From an optimization exercise on the open Yosys and OpenROAD flow, aimed at small area and a short achievable clock period; shortcuts taken in it are not production practice.
Function was checked by simulation only, so behaviour that the tests miss may differ from the original.
Power and IR drop assume default switching activity.

## simd_vector_mac
module simd_vector_mac (
    input clk,
    input rst_n,
    input valid_i,
    input start_i,
    input last_i,
    input [63:0] A,
    input [63:0] B,
    output vector_mac_valid_o,
    output [37:0] vector_mac_data_o
);
    logic [2:0] v_p, s_p, l_p;   
    logic [2:0] clr;   
    wire one1;
    wire two2;
    wire bp3;
    wire bp4;
    wire bp5;
    wire bp6;
    wire bp7;
    wire bp8;
    wire bp9;
    wire bp10;
    wire bp11;
    wire bp12;
    wire bp13;
    wire bp14;
    wire bp15;
    wire bp16;
    wire bp17;
    wire bp18;
    wire bp19;
    wire bn20;
    wire one21;
    wire two22;
    wire bp23;
    wire bp24;
    wire bp25;
    wire bp26;
    wire bp27;
    wire bp28;
    wire bp29;
    wire bp30;
    wire bp31;
    wire bp32;
    wire bp33;
    wire bp34;
    wire bp35;
    wire bp36;
    wire bp37;
    wire bp38;
    wire bp39;
    wire bn40;
    wire one41;
    wire two42;
    wire bp43;
    wire bp44;
    wire bp45;
    wire bp46;
    wire bp47;
    wire bp48;
    wire bp49;
    wire bp50;
    wire bp51;
    wire bp52;
    wire bp53;
    wire bp54;
    wire bp55;
    wire bp56;
    wire bp57;
    wire bp58;
    wire bp59;
    wire bn60;
    wire one61;
    wire two62;
    wire bp63;
    wire bp64;
    wire bp65;
    wire bp66;
    wire bp67;
    wire bp68;
    wire bp69;
    wire bp70;
    wire bp71;
    wire bp72;
    wire bp73;
    wire bp74;
    wire bp75;
    wire bp76;
    wire bp77;
    wire bp78;
    wire bp79;
    wire bn80;
    wire one81;
    wire two82;
    wire bp83;
    wire bp84;
    wire bp85;
    wire bp86;
    wire bp87;
    wire bp88;
    wire bp89;
    wire bp90;
    wire bp91;
    wire bp92;
    wire bp93;
    wire bp94;
    wire bp95;
    wire bp96;
    wire bp97;
    wire bp98;
    wire bp99;
    wire bn100;
    wire one101;
    wire two102;
    wire bp103;
    wire bp104;
    wire bp105;
    wire bp106;
  ...
Settings: LEC_CHECK=0, ABC_AREA=1, CAP_MARGIN=20, CORE_MARGIN=2, CORE_UTILIZATION=40, PLACE_DENSITY=0.8, SETUP_SLACK_MARGIN=1.8, SLEW_MARGIN=20; clock period 4.5 ns.
standard.sh (not shown) runs the stock make flow with config.mk's settings and CLKGATE_MAP_FILE= SYNTH_SCRIPT=/design/flow/synth_recipe.tcl, a recipe that flattens the netlist after the stock synthesis.
==> flow/flow/run.sh <==
#!/bin/bash
# Standard layout, with one netlist step between synthesis and floorplan: bubble2.py chooses the
# polarity of the full-adder cells, fa(~a,~b,~c) = ~fa(a,b,c), and of gates that have a
# complemented twin, so that the netlist needs fewer inverters. Registers are not touched.
# Port buffers are buf_2 cells instead of the delay cells buffer_ports picks by itself.
set -euo pipefail
R=$PWD/orfs/results/$FLOW_PLATFORM/simd_vector_mac/base
LIB=$FLOW_HOME/platforms/$FLOW_PLATFORM/lib/sky130_fd_sc_hd__tt_025C_1v80.lib
bash standard.sh "$R/1_2_yosys.v" > synth.log 2>&1
cp "$R/1_2_yosys.v" "$PWD/1_2_yosys_standard.v"
python3 flow/bubble2.py "$LIB" "$PWD/1_2_yosys_standard.v" "$R/1_2_yosys.v" > bubble.log 2>&1
export BUFFER_PORTS_ARGS="-buffer_cell sky130_fd_sc_hd__buf_2"
bash standard.sh finish > layout.log 2>&1
Other scripts of this flow, unchanged in this note and not shown: flow/flow/bubble2.py
Change:
Settings changed: CAP_MARGIN 20 to 5, SLEW_MARGIN 20 to 5.
The changed run produced a clean layout.
Hold slack does not change.
Non-clock buffer count stays the same.
Routed wire length stays the same.
Change:
Settings changed: CAP_MARGIN 5 to 20, SETUP_SLACK_MARGIN 1.8 to 1.7, SLEW_MARGIN 5 to 20.
Maximum frequency shrinks by a few percent. Via count fell slightly. Critical path depth does not change.

========
simd_vector_mac, a different RTL version from the one above (not shown whole).
Size: roughly 3800 cells after synthesis, roughly 170 I/O pins, roughly 0.042 sq mm of cells after synthesis.
==> flow/config.mk <==
export PLATFORM = sky130hd
export DESIGN_NAME = simd_vector_mac
export DESIGN_NICKNAME = simd_vector_mac
export VERILOG_FILES = /design/flow/design.v
export SDC_FILE = /design/flow/constraint.sdc
export NUM_CORES = 4
export LEC_CHECK = 0
export ABC_AREA = 1
export CAP_MARGIN = 20
export CORE_MARGIN = 2
export CORE_UTILIZATION = 40
export PLACE_DENSITY = 0.8
export SETUP_SLACK_MARGIN = 2.35
export SLEW_MARGIN = 20
==> flow/constraint.sdc <==
create_clock -name core_clock -period 4.5 [get_ports {clk}]
set_input_delay 0.9000 -clock core_clock [delete_from_list [all_inputs] [get_ports {clk}]]
set_output_delay 0.9000 -clock core_clock [all_outputs]
set_load 0.01 [all_outputs]
Scripts as last shown in full above: flow/flow/run.sh
Other scripts of this flow, unchanged in this note and not shown: flow/flow/bubble2.py
==> next run, changes <==
PLACE_DENSITY = 0.9   (was 0.8)
SETUP_SLACK_MARGIN = 2.3   (was 2.35)
Effect:
- cell count came out lower by 0.71%
- routed wire length climbs by 4.2%
- area after synthesis does not change
- cell area came out lower by 1.5%
- total power is higher by 3.8%
- hold slack gets better by 0.0058 ns
- synthesized cell count is unchanged
- sequential power stays flat
- clock power increases by 3.5%
- count of clock-buffer cells in the layout falls by 9
- via count goes up by 2.5%
==> next run, changes <==
PLACE_DENSITY = 0.8   (was 0.9)
SETUP_SLACK_MARGIN = 2.4   (was 2.3)
The new run passed the timing, design-rule and antenna checks. Cell area grows by 3.8%. Power shrinks by 2.6%. Non-clock buffer count grows by 51. Maximum frequency grows by 4.5%. Global-route usage shrinks by 1.4 points. Wire length shrinks by 5.2%. Worst hold slack improves by 0.014 ns. First-iteration DRC count shrinks by 16%.

========
simd_vector_mac, a different RTL version from the one above (not shown whole).
For scale: roughly 170 I/O pins.
==> flow/design.v (excerpt) <==
module simd_vector_mac (
    input clk,
    input rst_n,
    input valid_i,
    input start_i,
    input last_i,
    input [63:0] A,
    input [63:0] B,
    output vector_mac_valid_o,
    output [37:0] vector_mac_data_o
);
Settings: LEC_CHECK=0, ABC_AREA=1, CAP_MARGIN=20, CORE_MARGIN=2, CORE_UTILIZATION=55, SETUP_SLACK_MARGIN=1.8, SLEW_MARGIN=20; clock period 4.5 ns.
==> flow/flow/run.sh <==
#!/bin/bash
# Standard layout, with one netlist step between synthesis and floorplan: bubble2.py chooses the
# polarity of the full-adder cells, fa(~a,~b,~c) = ~fa(a,b,c), and of gates that have a
# complemented twin, so that the netlist needs fewer inverters. Registers are not touched.
set -euo pipefail
R=$PWD/orfs/results/$FLOW_PLATFORM/simd_vector_mac/base
LIB=$FLOW_HOME/platforms/$FLOW_PLATFORM/lib/sky130_fd_sc_hd__tt_025C_1v80.lib
bash standard.sh "$R/1_2_yosys.v" > synth.log 2>&1
cp "$R/1_2_yosys.v" "$PWD/1_2_yosys_standard.v"
python3 flow/bubble2.py "$LIB" "$PWD/1_2_yosys_standard.v" "$R/1_2_yosys.v" > bubble.log 2>&1
bash standard.sh finish > layout.log 2>&1
Other scripts of this flow, unchanged in this note and not shown: flow/flow/bubble2.py
Rerun with:
--- a/flow/flow/run.sh
+++ b/flow/flow/run.sh
@@ -4,0 +5 @@
+# Port buffers are buf_1 cells instead of the delay cells buffer_ports picks by itself.
@@ -10,0 +12 @@
+export BUFFER_PORTS_ARGS="-buffer_cell sky130_fd_sc_hd__buf_1"
- CORE_UTILIZATION: 55 -> 40
Power rose by 0.61%.
Routed wire length went down by 7.5%.
Flip-flop and latch count is unchanged.
Clock skew shrinks by 0.013 ns.
Hold slack is worse by 0.15 ns.
Cell count climbs by 3.0%.
Cell area shrinks by 9.5%.
Rerun with:
--- a/flow/flow/run.sh
+++ b/flow/flow/run.sh
@@ -5 +5 @@
-# Port buffers are buf_1 cells instead of the delay cells buffer_ports picks by itself.
+# Port buffers are buf_2 cells instead of the delay cells buffer_ports picks by itself.
@@ -12 +12 @@
-export BUFFER_PORTS_ARGS="-buffer_cell sky130_fd_sc_hd__buf_1"
+export BUFFER_PORTS_ARGS="-buffer_cell sky130_fd_sc_hd__buf_2"
- SETUP_SLACK_MARGIN: 1.8 -> 1.6
Worst setup slack loses 0.15 ns.
Hold slack loses 0.083 ns.
Global-route usage fell by 0.39 points.
Routed wire length fell by 1.9%.
Via count decreases by 2.3%.
Maximum frequency decreases by 5.3%.
Sequential share of layout area rises by 1.1 points.
Total power decreases by 1.7%.
Rerun with:
--- a/flow/flow/run.sh
+++ b/flow/flow/run.sh
@@ -5 +4,0 @@
-# Port buffers are buf_2 cells instead of the delay cells buffer_ports picks by itself.
@@ -12 +10,0 @@
-export BUFFER_PORTS_ARGS="-buffer_cell sky130_fd_sc_hd__buf_2"
- SETUP_SLACK_MARGIN: 1.6 -> 1.8
=> Flip-flop and latch count does not change. Sequential power stays flat. Synthesized area does not change.

========
== v18 ==
simd_vector_mac, a different RTL version from the one above (not shown whole).
Size: roughly 170 I/O pins.
## simd_vector_mac
module simd_vector_mac (
    input clk,
    input rst_n,
    input valid_i,
    input start_i,
    input last_i,
    input [63:0] A,
    input [63:0] B,
    output vector_mac_valid_o,
    output [37:0] vector_mac_data_o
);
clock: 4.5 ns
lec_check: 0
abc_area: 1
cap_margin: 20
core_margin: 2
core_utilization: 40
place_density: 0.8
setup_slack_margin: 2.4
slew_margin: 20
==> flow/flow/run.sh <==
#!/bin/bash
# Standard layout, with one netlist step between synthesis and floorplan: bubble2.py chooses the
# polarity of the full-adder cells, fa(~a,~b,~c) = ~fa(a,b,c), and of gates that have a
# complemented twin, so that the netlist needs fewer inverters. Registers are not touched.
# Port buffers are buf_2 cells instead of the delay cells buffer_ports picks by itself.
set -euo pipefail
R=$PWD/orfs/results/$FLOW_PLATFORM/simd_vector_mac/base
LIB=$FLOW_HOME/platforms/$FLOW_PLATFORM/lib/sky130_fd_sc_hd__tt_025C_1v80.lib
bash standard.sh "$R/1_2_yosys.v" > synth.log 2>&1
cp "$R/1_2_yosys.v" "$PWD/1_2_yosys_standard.v"
python3 flow/bubble2.py "$LIB" "$PWD/1_2_yosys_standard.v" "$R/1_2_yosys.v" > bubble.log 2>&1
export BUFFER_PORTS_ARGS="-buffer_cell sky130_fd_sc_hd__buf_2"
bash standard.sh finish > layout.log 2>&1
Other scripts of this flow, unchanged in this note and not shown: flow/flow/bubble2.py
Changes in v22 relative to v18:
- changing SETUP_SLACK_MARGIN from 2.4 to 2.2
==> comparison <==
In v22, fraction of area in registers is higher than in v18. v22: all stages complete, timing, DRC and antenna checks passed. Higher part of the cycle the worst path needs among v18 and v22: v22. Summary of v22 over v18: count of TritonRoute iterations in the first routing pass went up by 3; signed area change from the synthesized netlist to the final layout lost 11 points. For the clock network power consumption, v22 came in about 3% lower than v18 did. As of v22, total via count in the routed design had fallen slightly compared to v18. Looking at worst setup slack across v18 and v22, the one that comes out lower is v22.
[inputs] v16 vs v22
- a change of SETUP_SLACK_MARGIN from 2.2 to 2.0
==> run summary <==
Of v16 and v22, v22 shows the higher design area, with v16 below it. Between v16 and v22, the final routed wirelength across all metal layers is lower for v16. Cmp v16 and v22 / share of the final layout cell area in sequential cells / higher: v16. Minimum clock period ended up 0.12 ns higher on v16 than on v22. When v16 is measured against v22, its clock-net power turns out about 3% higher. Part of the power in combinational logic (v16 over v22): decrease, 0.8 points. Of the two candidates, v22 has the worse switching power of the nets and v16 the better one.
## Diff of input files: v47 against v16
- SETUP_SLACK_MARGIN changed from 2.0 to 2.6
Findings:
v47 ran to completion and came out clean on the timing, design-rule and antenna checks.
Changes observed in v47 relative to v16: power went up 14%, share of the clock period used by the worst path after layout saw a decrease, core utilization now sits higher.
Looking at endpoint of the most critical setup path, the t7_34$_DFF_P_ result is from v47; the t1_53$_DFF_P_ one comes from v16.
v47 vs v16 — cell area climbed by more than a quarter
Of v47 and v16, the lower routed wire length belongs to v16.

========
simd_vector_mac with an RTL version that a note above also has.
For scale: about 3,600 cells after synthesis, about 170 I/O pins, about 36,000 µm² of cells after synthesis.
// simd_vector_mac
module simd_vector_mac (
    input clk,
    input rst_n,
    input valid_i,
    input start_i,
    input last_i,
    input [63:0] A,
    input [63:0] B,
    output vector_mac_valid_o,
    output [37:0] vector_mac_data_o
);
    wire one1;
    wire two2;
    wire bp3;
    wire bp4;
    wire bp5;
    wire bp6;
    wire bp7;
    wire bp8;
    wire bp9;
    wire bp10;
    wire bp11;
    wire bp12;
    wire bp13;
    wire bp14;
    wire bp15;
    wire bp16;
    wire bp17;
    wire bp18;
    wire bp19;
    wire bn20;
    wire one21;
    wire two22;
    wire bp23;
    wire bp24;
    wire bp25;
    wire bp26;
    wire bp27;
    wire bp28;
    wire bp29;
    wire bp30;
    wire bp31;
    wire bp32;
    wire bp33;
    wire bp34;
    wire bp35;
    wire bp36;
    wire bp37;
    wire bp38;
    wire bp39;
    wire bn40;
    wire one41;
    wire two42;
    wire bp43;
    wire bp44;
    wire bp45;
    wire bp46;
    wire bp47;
    wire bp48;
    wire bp49;
    wire bp50;
    wire bp51;
    wire bp52;
    wire bp53;
    wire bp54;
    wire bp55;
    wire bp56;
    wire bp57;
    wire bp58;
    wire bp59;
    wire bn60;
    wire one61;
    wire two62;
    wire bp63;
    wire bp64;
    wire bp65;
    wire bp66;
    wire bp67;
    wire bp68;
    wire bp69;
    wire bp70;
    wire bp71;
    wire bp72;
    wire bp73;
    wire bp74;
    wire bp75;
    wire bp76;
    wire bp77;
    wire bp78;
    wire bp79;
    wire bn80;
    wire one81;
    wire two82;
    wire bp83;
    wire bp84;
    wire bp85;
    wire bp86;
    wire bp87;
    wire bp88;
    wire bp89;
    wire bp90;
    wire bp91;
    wire bp92;
  ...
Settings: LEC_CHECK=0, ABC_AREA=1, CAP_MARGIN=20, CORE_MARGIN=2, CORE_UTILIZATION=40, CTS_BUF_LIST=sky130_fd_sc_hd__clkbuf_4 sky130_fd_sc_hd__clkbuf_8, SETUP_SLACK_MARGIN=1.8, SLEW_MARGIN=20; clock period 4.5 ns.
Scripts as last shown in full above: flow/flow/run.sh
Other scripts of this flow, unchanged in this note and not shown: flow/flow/bubble2.py
Next try:
--- a/flow/flow/run.sh
+++ b/flow/flow/run.sh
@@ -4,3 +4,2 @@
 # complemented twin, so that the netlist needs fewer inverters. Registers are not touched.
-# Port buffers are buf_2 cells instead of the delay cells buffer_ports picks by itself.
 set -euo pipefail
@@ -11,3 +10,2 @@
 python3 flow/bubble2.py "$LIB" "$PWD/1_2_yosys_standard.v" "$R/1_2_yosys.v" > bubble.log 2>&1
-export BUFFER_PORTS_ARGS="-buffer_cell sky130_fd_sc_hd__buf_2"
 bash standard.sh finish > layout.log 2>&1
CTS_BUF_LIST = default   (was sky130_fd_sc_hd__clkbuf_4 sky130_fd_sc_hd__clkbuf_8)
SETUP_SLACK_MARGIN = 2.0   (was 1.8)
Outcome:
- The new run finished with timing, DRC and antenna clean
- critical path depth stays the same
- core utilization climbs by 11 points
- combinational power climbs by roughly a tenth
- via count climbs by a little under a tenth
- clock skew drops by 20 ps
- final area climbs by about a fifth
- sequential share of layout area drops by 4.2 points
- global-route usage climbs by 2.3 points
- die area is unchanged
- worst setup slack improves by 74 ps
- sequential power drops slightly
Next try:
--- a/flow/flow/run.sh
+++ b/flow/flow/run.sh
@@ -4,2 +4,3 @@
 # complemented twin, so that the netlist needs fewer inverters. Registers are not touched.
+# Port buffers are buf_2 cells instead of the delay cells buffer_ports picks by itself.
 set -euo pipefail
@@ -10,2 +11,3 @@
 python3 flow/bubble2.py "$LIB" "$PWD/1_2_yosys_standard.v" "$R/1_2_yosys.v" > bubble.log 2>&1
+export BUFFER_PORTS_ARGS="-buffer_cell sky130_fd_sc_hd__buf_2"
 bash standard.sh finish > layout.log 2>&1
PLACE_DENSITY = 0.8   (was default)
SETUP_SLACK_MARGIN = 1.8   (was 2.0)
Outcome: The new run finished with timing, DRC and antenna clean; sequential cell count is unchanged; utilization came out lower by 10 points; register-to-register slack gets worse by 50 ps; clock skew came out higher by 13 ps; sequential power came out higher by about 1%; wire length came out lower by 11%; via count came out lower by 5.2%; worst hold slack gets worse by 210 ps; critical path depth is unchanged.
Next try:
SETUP_SLACK_MARGIN = 2.0   (was 1.8)
After rerunning:
- power climbs by a few percent
- sequential share of layout area fell by 2.5 points
- global-route usage goes up by 0.75 points
- routed wire length goes up by a little under a tenth
- non-clock buffer count climbs by 241
- cell count goes up by a few percent
- sequential power came out higher slightly
- register-to-register slack hardly moves
- hold slack is about the same

[separate check: timing with driven ports]
In the flow no input, the clock included, has a driving cell. The finished layouts below were timed again as built, in two steps. Step 1 (the two cells are an assumption about what drives the block):
set clk [get_ports {clk}]
set_driving_cell -lib_cell sky130_fd_sc_hd__clkbuf_16 $clk
set_driving_cell -lib_cell sky130_fd_sc_hd__buf_2 [delete_from_list [all_inputs] $clk]
Step 2, shift: input delay + t, output delay - t, t = (earliest + latest rising clock arrival at the registers) / 2. This alone moves slack from input paths to output paths. Slacks: ideal ports / drivers / drivers and shift; pairs: ideal ports / drivers.
run | shift t [ns] | slack for setup (ns) | clock arrival spread, ns | worst slew at a driven data input, ns
the first run of note 1 | 0.663 | 1.729 / 1.729 / 1.151 | 0.027 / 0.028 | 0.08
the second run of note 1 | 0.663 | 1.729 / 1.729 / 1.151 | 0.027 / 0.028 | 0.08
the third run of note 1 | 0.682 | 1.649 / 1.649 / 1.042 | 0.047 / 0.046 | 0.09
the first run of note 2 | 0.710 | 2.220 / 2.220 / 1.574 | 0.040 / 0.039 | 0.13
the second run of note 2 | 0.702 | 2.211 / 2.211 / 1.610 | 0.031 / 0.032 | 0.09
the third run of note 2 | 0.699 | 2.310 / 2.310 / 1.719 | 0.033 / 0.033 | 0.10
the first run of note 3 | 0.684 | 1.754 / 1.754 / 1.107 | 0.040 / 0.040 | 0.08
the second run of note 3 | 0.691 | 1.763 / 1.774 / 1.114 | 0.029 / 0.029 | 0.09
the third run of note 3 | 0.685 | 1.609 / 1.654 / 0.969 | 0.029 / 0.030 | 0.07
the fourth run of note 3 | 0.674 | 1.764 / 1.774 / 1.128 | 0.024 / 0.024 | 0.09
v18 | 0.710 | 2.214 / 2.214 / 1.593 | 0.022 / 0.023 | 0.13
v22 | 0.700 | 2.111 / 2.161 / 1.462 | 0.023 / 0.023 | 0.11
v16 | 0.704 | 1.993 / 2.036 / 1.332 | 0.034 / 0.033 | 0.16
v47 | 0.726 | 2.064 / 2.064 / 1.582 | 0.029 / 0.029 | 0.29
the first run of note 5 | 0.746 | 1.744 / 1.780 / 1.044 | 0.038 / 0.039 | 0.08
the second run of note 5 | 0.672 | 1.819 / 1.819 / 1.261 | 0.022 / 0.022 | 0.09
the third run of note 5 | 0.676 | 1.766 / 1.766 / 1.137 | 0.039 / 0.040 | 0.10
the fourth run of note 5 | 0.670 | 1.760 / 1.760 / 1.263 | 0.039 / 0.040 | 0.11
After both steps setup and hold are still met in every run listed. The setup slack of the first run of note 5, which loses most, moves by +0.036 ns with the drivers and by -0.700 ns with both steps.
